Source: an optimization exercise on an open RTL-to-GDS flow (aim: small area). Production flows keep margins and buffers that such runs may drop. Only simulation tests tie the RTL to the original design; equivalence was not proved. No activity file was given, so power comes from the tool's default toggle rates.

==> design.v <==
`timescale 1ns / 1ps
module uart_rx(
    input clk,
    input rst,
    input bit_in,
    output reg received,
    output reg [7:0] data_out
    );
    reg last_bit;
    reg receiving;
    reg [7:0] count;
    always@(posedge clk) begin
        if (rst) begin
            receiving <= 0;
            received <= 1;
            count <= 0;
            last_bit <= 1;
        end else begin
        if (~receiving & last_bit & ~bit_in) begin
            receiving <= 1;
            received <= 0;
            count <= 0;
        end
        last_bit <= bit_in;
        count <= (receiving) ? count+1 : 0;
        case (count)
            8'd24:  data_out[0] <= bit_in;
            8'd40:  data_out[1] <= bit_in;
            8'd56:  data_out[2] <= bit_in;
            8'd72:  data_out[3] <= bit_in;
            8'd88:  data_out[4] <= bit_in;
            8'd104: data_out[5] <= bit_in;
            8'd120: data_out[6] <= bit_in;
            8'd136: data_out[7] <= bit_in;
            8'd152: begin received <= 1; receiving <= 0; end
        endcase
        end
    end
endmodule
`timescale 1ns / 1ps
module uart_tx(
    input clk,
    input rst,
    input [7:0] data_transmit,
    input ena,
    output reg sent,
    output reg bit_out
    );
    reg last_ena;
    reg sending;
    reg [7:0] count;
    reg [7:0] temp;
    always@(posedge clk) begin
        if (rst) begin
            sending <= 0; sent <= 1; count <= 0; bit_out <= 1; last_ena <= 0;
        end else begin
        if (~sending & ~last_ena & ena) begin
            temp <= data_transmit;
            sending <= 1; sent <= 0; count <= 0;
        end
        last_ena <= ena;
        if (sending)    count <= count + 1;                      
        else            begin count <= 0; bit_out <= 1; end      
        case (count)
            8'd8: bit_out <= 0;
            8'd24: bit_out <= temp[0];  
            8'd40: bit_out <= temp[1];
            8'd56: bit_out <= temp[2];
            8'd72: bit_out <= temp[3];
            8'd88: bit_out <= temp[4];
            8'd104: bit_out <= temp[5];
            8'd120: bit_out <= temp[6];
            8'd136: bit_out <= temp[7];
            8'd152: begin sent <= 1; sending <= 0; end
        endcase
        end
    end
endmodule
`timescale 1ns / 1ps
`timescale 1ns / 1ps
module strToInt(input [31:0] buffer, output [31:0] val);
    wire    [31:0]  val1;
    strToInt2 s2f1(buffer[31:0],val1);
    assign val = val1;
endmodule
module strToInt2(input [31:0] buffer, output [31:0] val);
    wire    [3:0]   a1,a2,a3,a4;
    wire    [7:0]   i1,i2,i3,i4;
    assign {i1,i2,i3,i4} = buffer;
    charToInt c1(i1, a1);
    charToInt c2(i2, a2);
    charToInt c3(i3, a3);
    charToInt c4(i4, a4);
    wire    [19:0]  v1,v2,v3,v4,v5,v6;
    assign v1 = a1*1000;
    assign v2 = a2*100;
    assign v3 = a3*10;
    assign v4 = a4;
    assign val = v1+v2+v3+v4;
endmodule
module charToInt(input wire [7:0] c, output reg [3:0] i);
    always @(c)
        case(c)
            default: i=0;
            8'h30: i=0;
            8'h31: i=1;
            8'h32: i=2;
            8'h33: i=3;
            8'h34: i=4;
            8'h35: i=5;
            8'h36: i=6;
            8'h37: i=7;
            8'h38: i=8;
            8'h39: i=9;
        endcase
endmodule
`timescale 1ns / 1ps
module intToStr(
    input signed [31:0]  float,
    output       [7:0]   signbuffer,
    output       [31:0]  outputValBuffer,
    output reg           validout
    );
    reg signed  [31:0]  f;
    reg signed  [7:0]   a1,a2;
    wire        [15:0]  o1,o2;
    wire                negative;
    assign negative         = float[31];
    assign signbuffer       = (negative)? 8'h2D: 8'h2B;
    assign outputValBuffer  = {o1,o2};
    intToChar2 i2c1(a1, o1);
    intToChar2 i2c2(a2, o2);
    always @(float) begin
        f = float;
        if(negative) f = -float;
        a1 = f/100; f = f-a1*100;
        a2 = f;
        if(float>=10000 || float<=-10000) validout = 0;
        else validout = 1;
    end
endmodule
module intToChar2(input [7:0] i, output [15:0] c);
    reg [7:0] a;
    reg [3:0] i1,i2;
    intToChar i2c1(i1, c[15:8]);
    intToChar i2c2(i2, c[7:0]);
    always @(i) begin
        a = i;
        i1 = a/10;
        i2 = a-i1*10;
    end
endmodule
module intToChar(input [3:0] f, output reg [7:0] c);
    always @(f)
        case(f)
            default: c = 8'h30;
            0: c = 8'h30;
            1: c = 8'h31;
            2: c = 8'h32;
            3: c = 8'h33;
            4: c = 8'h34;
            5: c = 8'h35;
            6: c = 8'h36;
            7: c = 8'h37;
            8: c = 8'h38;
            9: c = 8'h39;
        endcase
endmodule
`timescale 1ns / 1ps
module calculator(
    input clk, input reset,input isvalid,
    input wire signed [31:0]   inputval,
    input wire        [2:0]    op,
    input wire                 en,
    output reg signed [31:0]   outputval
    );
    reg  signed [31:0] currentval;      
    wire signed [31:0] aluval;
    alu alu1(currentval, inputval, op, aluval);
    reg state;
    always @(posedge clk) begin
        if(reset)       begin currentval = 0; outputval <=0;   state = 0; end
        case(state)
            0: if(en)   begin currentval = aluval;      state = 1; end
            1: if(~en)  begin outputval <= currentval;   state = 0; end
        endcase
        if ((~isvalid || ((op == 3) && (inputval == 0))) && ~reset) begin outputval <= 14'd10000; state=0; end
    end
endmodule
module alu(
    input       signed  [31:0]  A,
    input       signed  [31:0]  B,
    input               [2:0]   op,
    output reg  signed  [31:0]  S
    );
    always@(A or B or op)
        case(op)
            0: S = A+B;
            1: S = A-B;
            2: S = (A*B);
            3: S = (A)/B;
            default: S = 0;
        endcase
endmodule
`timescale 1ns / 1ps
module system(output wire RsTx, input wire RsRx,input clk, input btnC);
    wire    [7:0]       data_out;        
    wire                received;        
    reg                 last_rec;        
    wire                new_input;
    assign new_input = ~last_rec & received;
    uart_rx receiver(clk, reset, RsRx, received, data_out);
    reg     [7:0]       data_in;         
    wire                sent;            
    reg                 wr_en;           
    uart_tx transmitter(clk, reset, data_in, wr_en, sent, RsTx);
    wire                reset;
    assign reset = btnC;
    reg     [111:0]     writebuffer;     
    reg     [31:0]      readbuffer;   
    reg     [31:0]      inputbuffer;
    wire    [31:0]      inputval;
    strToInt inputCast(inputbuffer, inputval);
    wire    [111:0]     outputbuffer;
    wire    [31:0]      outputval;
    wire                validOutput;     
    wire    [7:0]       signbuffer;
    wire    [31:0]      outputValBuffer;
    assign outputbuffer = {16'h0D0A,signbuffer,16'h2820,outputValBuffer,40'h2029203A20};
    intToStr outputCast(outputval, signbuffer, outputValBuffer, validOutput);
    reg     [2:0]       op;              
    reg                 enterkey;
    reg                 calculate;
    calculator cal(clk, reset, validOutput, inputval, op, calculate, outputval);
    reg     [2:0]       state;
    parameter GET_OPERATOR        = 3'd0;
    parameter GET_OPERAND    	  = 3'd1;
    parameter SENDMORE    	      = 3'd2;
    parameter DELAY               = 3'd3;
    parameter RECIEVED_ENTERKEY   = 3'd4;
    parameter CALCULATE           = 3'd5;
    reg     [7:0]       sendlen;         
    reg     [7:0]       counter;         
    reg operand;                  
    reg operator;                        
    always @(posedge clk) begin
        wr_en <= 0;
        if(reset) begin
            sendlen = 0; counter = 0; enterkey = 1; op <= 4; operand = 1; operator = 1;
            readbuffer   = 32'h30303030;
            inputbuffer <= 32'h30303030;
            writebuffer     = {40'h0D0A2B2820,readbuffer,40'h2029203A20};
            state = RECIEVED_ENTERKEY;
        end
        case(state)
            GET_OPERATOR:
                if(new_input) begin
                    case(data_out)
                        8'h2F: op <= 3;  
                        8'h2A: op <= 2;  
                        8'h2D: op <= 1;  
                        default: op <= 0;  
                    endcase
                    if(data_out == 13) begin enterkey = 1; inputbuffer <= {readbuffer}; end
                    else if(data_out == 8'h08) ;
                    else begin
                        if(data_out >= 8'h30 && data_out <=8'h39) begin
                            readbuffer[31:8] = readbuffer[23:0];
                            readbuffer[7:0] = data_out;
                        end
                        sendlen = 1;
                        writebuffer[111:104] = data_out;
                    end
                    operator = 0;
                    state = RECIEVED_ENTERKEY;
                end
            GET_OPERAND:
                if(new_input) begin
                    case(data_out)
                        13: begin enterkey = 1; inputbuffer <= {readbuffer}; end
                        default: 
                            if(data_out >= 8'h30 && data_out <=8'h39) begin  
                                readbuffer[31:8] = readbuffer[23:0];
                                readbuffer[7:0]  = data_out;
                                writebuffer[111:104]= data_out;
                                sendlen             = 1;
                            end
                    endcase
                    state = RECIEVED_ENTERKEY;
                end
            RECIEVED_ENTERKEY: begin
                if(enterkey) begin
                    readbuffer   = 32'h30303030;
                    enterkey        = 0;
                    calculate      <= 1;
                    state = CALCULATE;
                end
                else state = SENDMORE;
            end
            CALCULATE: begin
                calculate      <= 0;
                if(counter < 32) counter = counter+1;
                else begin 
                    if(validOutput) writebuffer = outputbuffer;
                    else writebuffer = 112'h0D0A4E2F4E_20202020_20203A20;
                    sendlen = 14;
                    operand = 1; operator = 1;
                    state = SENDMORE;
                    counter = 0;
                end
            end
            SENDMORE: begin
                if(sent & sendlen != 0) begin
                    wr_en      <= 1;
                    data_in    <= writebuffer[111:104];
                    writebuffer = writebuffer << 8;
                    sendlen     = sendlen - 1;
                    state       = DELAY;
                end
                else if(sendlen == 0) begin
                    if(operator)            state = GET_OPERATOR;
                    else if(operand)    state = GET_OPERAND;
                end
            end
            DELAY: begin
                if(counter < 20) counter = counter+1;
                else begin state = SENDMORE; counter = 0; end
            end
        endcase
        last_rec = received;
    end
endmodule
==> run.sh <==
#!/bin/bash
# synth_recipe.tcl (not shown) runs the flow's synth.tcl, then flattens the netlist and writes it again
# the make line also repeats each setting of config.mk as NAME=value (left out here)
make -C /OpenROAD-flow-scripts/flow DESIGN_CONFIG=/design/flow/config.mk WORK_HOME=/design/flow/orfs CLKGATE_MAP_FILE= SYNTH_SCRIPT=/design/flow/synth_recipe.tcl finish
==> config.mk <==
export PLATFORM = sky130hd
export DESIGN_NAME = system
export DESIGN_NICKNAME = system
export VERILOG_FILES = /design/flow/design.v
export SDC_FILE = /design/flow/constraint.sdc
export NUM_CORES = 4
export LEC_CHECK = 0
export CAP_MARGIN = 20
export CORE_MARGIN = 2
export CORE_UTILIZATION = 40
export SLEW_MARGIN = 20
==> constraint.sdc <==
create_clock -name core_clock -period 150.0 [get_ports {clk}]
set_input_delay 30.0000 -clock core_clock [delete_from_list [all_inputs] [get_ports {clk}]]
set_output_delay 30.0000 -clock core_clock [all_outputs]
set_load 0.01 [all_outputs]
==> results.json <==
{
  "post-route-cell-area_sq_mm": 0.06139,
  "avgSynthCellArea_sq_um": 7.504,
  "ys_seq_elements": 316,
  "max_freq_mhz": 8.132,
  "num_rows": 140,
  "worstMarginPinSlew_ns": 1.115,
  "cts_resized": 0,
  "crit_top_cell": "o21a_1",
  "hold_violations": 0,
  "clock_latency_ns": 0.57,
  "fin_skew_ns": 0.02993,
  "holdPathStages": 0,
  "cts_setup_buffers": 0,
  "cp-end-kind": "flop",
  "start_util_pct": 40.20,
  "power_density_mw_per_mm2": 4919,
  "wl_um": 175800,
  "numCtsBuffers": 37,
  "hp-class": "reg2reg",
  "p_leak_nw": 25.54,
  "cap_violations": 0,
  "io-pin-count": 4,
  "synth_ff_type": "dfxtp_1",
  "switching_power_mw": 176.3,
  "final_cell_mix": "nand2_1, inv_1, ha_1, nor2_1, a21oi_1",
  "ff2ff_path_depth": 556,
  "num_vias": 56790,
  "crit_fanout": 33,
  "synth-seq-area-share_pct": 11.27,
  "p_comb_mw": 302,
  "placed_area_sq_mm": 0.06011,
  "hold_start": "receiver.received",
  "final-seq-area_sq_mm": 0.006578,
  "core_sq_mm": 0.1452,
  "antenna_found_initial": 0,
  "async_reset_ff_share_pct": 0,
  "maxSlewHeadroom_pct": 23.73,
  "place_congestion": 0.9279,
  "syn_area_sq_mm": 0.05837,
  "mostFrequentLayoutCell": "nand2_1",
  "dp.cells": 9446,
  "fillers": 14670,
  "track_usage_pct": 22.89,
  "cts_root_buf": "clkbuf_16",
  "grt_max_degree": 95,
  "netlist_instances": 7779,
  "start_kind": "flop",
  "yosysUniqueCellTypes": 166,
  "criticalPathCategory": "reg2reg",
  "period_share_pct": 81.98,
  "drt_iter0_drc": 4311,
  "drive_gt1_share_pct": 7.164,
  "pwr-share-comb_pct": 99.9,
  "multi_input_area_sq_mm": 0.04806,
  "reg2reg_from": "inputbuffer[28]",
  "power_switching_share_pct": 58.38,
  "die_area_sq_mm": 0.1490,
  "crit_end": "cal.currentval[30]",
  "finish.utilization_pct": 42.28,
  "reg2reg_to": "cal.currentval[30]",
  "critical_path_required_ns": 150.41,
  "worst-path-stages": 556,
  "vdd_drop_max_mv": 5.202,
  "cts_sinks": 316,
  "layout_setup_ws_ns": 27.03,
  "overflow": 0,
  "post-place-ws_ns": 28.40,
  "yosysWarnings": 9,
  "path_buf_inv": 28,
  "cp_data_arrival_time_ns": 123.38,
  "vias_per_cell": 5.970,
  "p_seq_share_pct": 0,
  "critPathTopFamily": "compound AO/OA/AOI/OAI gates",
  "powerSeq_mw": 0.0907,
  "critPathLaunch": "inputbuffer[28]",
  "htree_levels": 2,
  "p_clk_share_pct": 0,
  "status": "complete, no violations",
  "grt_pass1_vias": 52900,
  "cpPeakStageDelay_ns": 0.88,
  "pg_clk_mw": 0.0937,
  "min_period_ns": 122.97,
  "drcViolationCount": 0,
  "stdcell_count": 9512,
  "dr.pass1.iters": 8,
  "grt_pass1_wl_um": 284300,
  "port_buffers": 3,
  "ctsHoldBuffers": 0,
  "finalPower_mw": 302.0,
  "tns_ns": 0,
  "final_nets": 8456,
  "synth_edf_count": 25,
  "cpMaxStageDelayCell": "nor3_1",
  "die_h_um": 386.0,
  "maxSlewViolCount": 0,
  "r2r_slack_ns": 27.03,
  "internal_power_mw": 125.7,
  "wl_per_cell_um": 18.48,
  "synth_nets": 8667,
  "cts_buffer_depth": 3,
  "setup_violations": 0,
  "rsz0062_at_grt": "no",
  "cts_tree": "built",
  "postRouteAntennaNets": 0,
  "die_w_um": 386.0,
  "whs_ns": 0.3850,
  "area_growth_pct": 5.177,
  "place_hpwl_um": 132700,
  "top_power_group": "combinational cells",
  "path_clk_slew_ns": 0.06,
  "min_to": "last_rec"
}
[flip-flops by register name (all words and copies together) (netlist names), 8 cells and up]
register,count
transmitter.temp,8
writebuffer,112
cal.outputval,32
sendlen,8
transmitter.count,8
receiver.count,8
receiver.data_out,8
cal.currentval,32
counter,8
readbuffer,32
inputbuffer,32
data_in,8
[kinds of logic (layout without fill, tap and decap cells)]
group | Yosys count | in the layout | share of synthesized area [%]
simple gates | 2897 | 2897 | 23.98
compound gates | 2168 | 2168 | 25.86
buf+inv | 955 | 770 | 6.746
fa+ha+maj | 892 | 892 | 23.09
xor+xnor | 359 | 359 | 5.462
flops | 316 | 316 | 11.27
mux | 192 | 192 | 3.595
other cells | 0 | 1 | 0
[layout make-up]
| cell class | count | share of cell area (%) |
|---|---|---|
| multi-input cells | 6508 | 78.29 |
| flip-flops and latches | 316 | 10.71 |
| well taps | 1917 | 3.907 |
| inverters | 590 | 3.617 |
| clock buffers | 52 | 1.765 |
| repair buffers | 115 | 1.420 |
| clock inverters | 13 | 0.2874 |
| diodes | 1 | 0.004076 |
[synth_stat cells (all sizes together) (65+ instances only)]
cell	n	area share, %
fa	311	11
o21ai	345	3.0
a21o	114	1.5
nor2b	67	0.72
o21a	314	4.1
nand2	979	6.3
clkbuf	282	2.1
buf	80	0.79
mux2	118	2.3
nor3	421	3.7
xor2	88	1.3
and3	77	0.89
nand4	84	0.91
nand3	212	1.8
nor4	65	0.78
and2	136	1.5
o31ai	216	2.8
ha	574	12
xnor2	270	4.1
or3	79	0.89
nor2	547	3.5
dfxtp	291	10
a21oi	484	4.3
mux2i	73	1.3
inv	589	3.8
[layer usage]
layer	GRT usage (%)	part of all wire, %
met1	32.69	47
met3	1.898	5.5
met2	37.32	45
met4	5.001	2.0
met5	0	0

## what the ideal ports hide
No port has a modelled driver above. Below, the same layout with a new extraction and two added sets of constraints.
Step 1: set_driving_cell puts a clkbuf_16 on clk and a buf_2 on each other input, an assumption about the parent block.
Step 2 times the ports against the registers' clock, not the clock port: input delays grow and output delays shrink by t, the midpoint of the rising clock arrivals with the driver on.
a / b / c = ideal ports / drivers / drivers and shift; a / b = the first two.
shift t [ns]: 0.608
setup slack, ns: 27.027 / 27.027 / 27.027
worst setup path after step 2: register to register
worst slew at a driven data input, ns: 0.04
After both steps setup and hold are still met in this run. For this run, drivers alone change the setup slack by 0.000 ns; drivers and shift together by 0.000 ns.
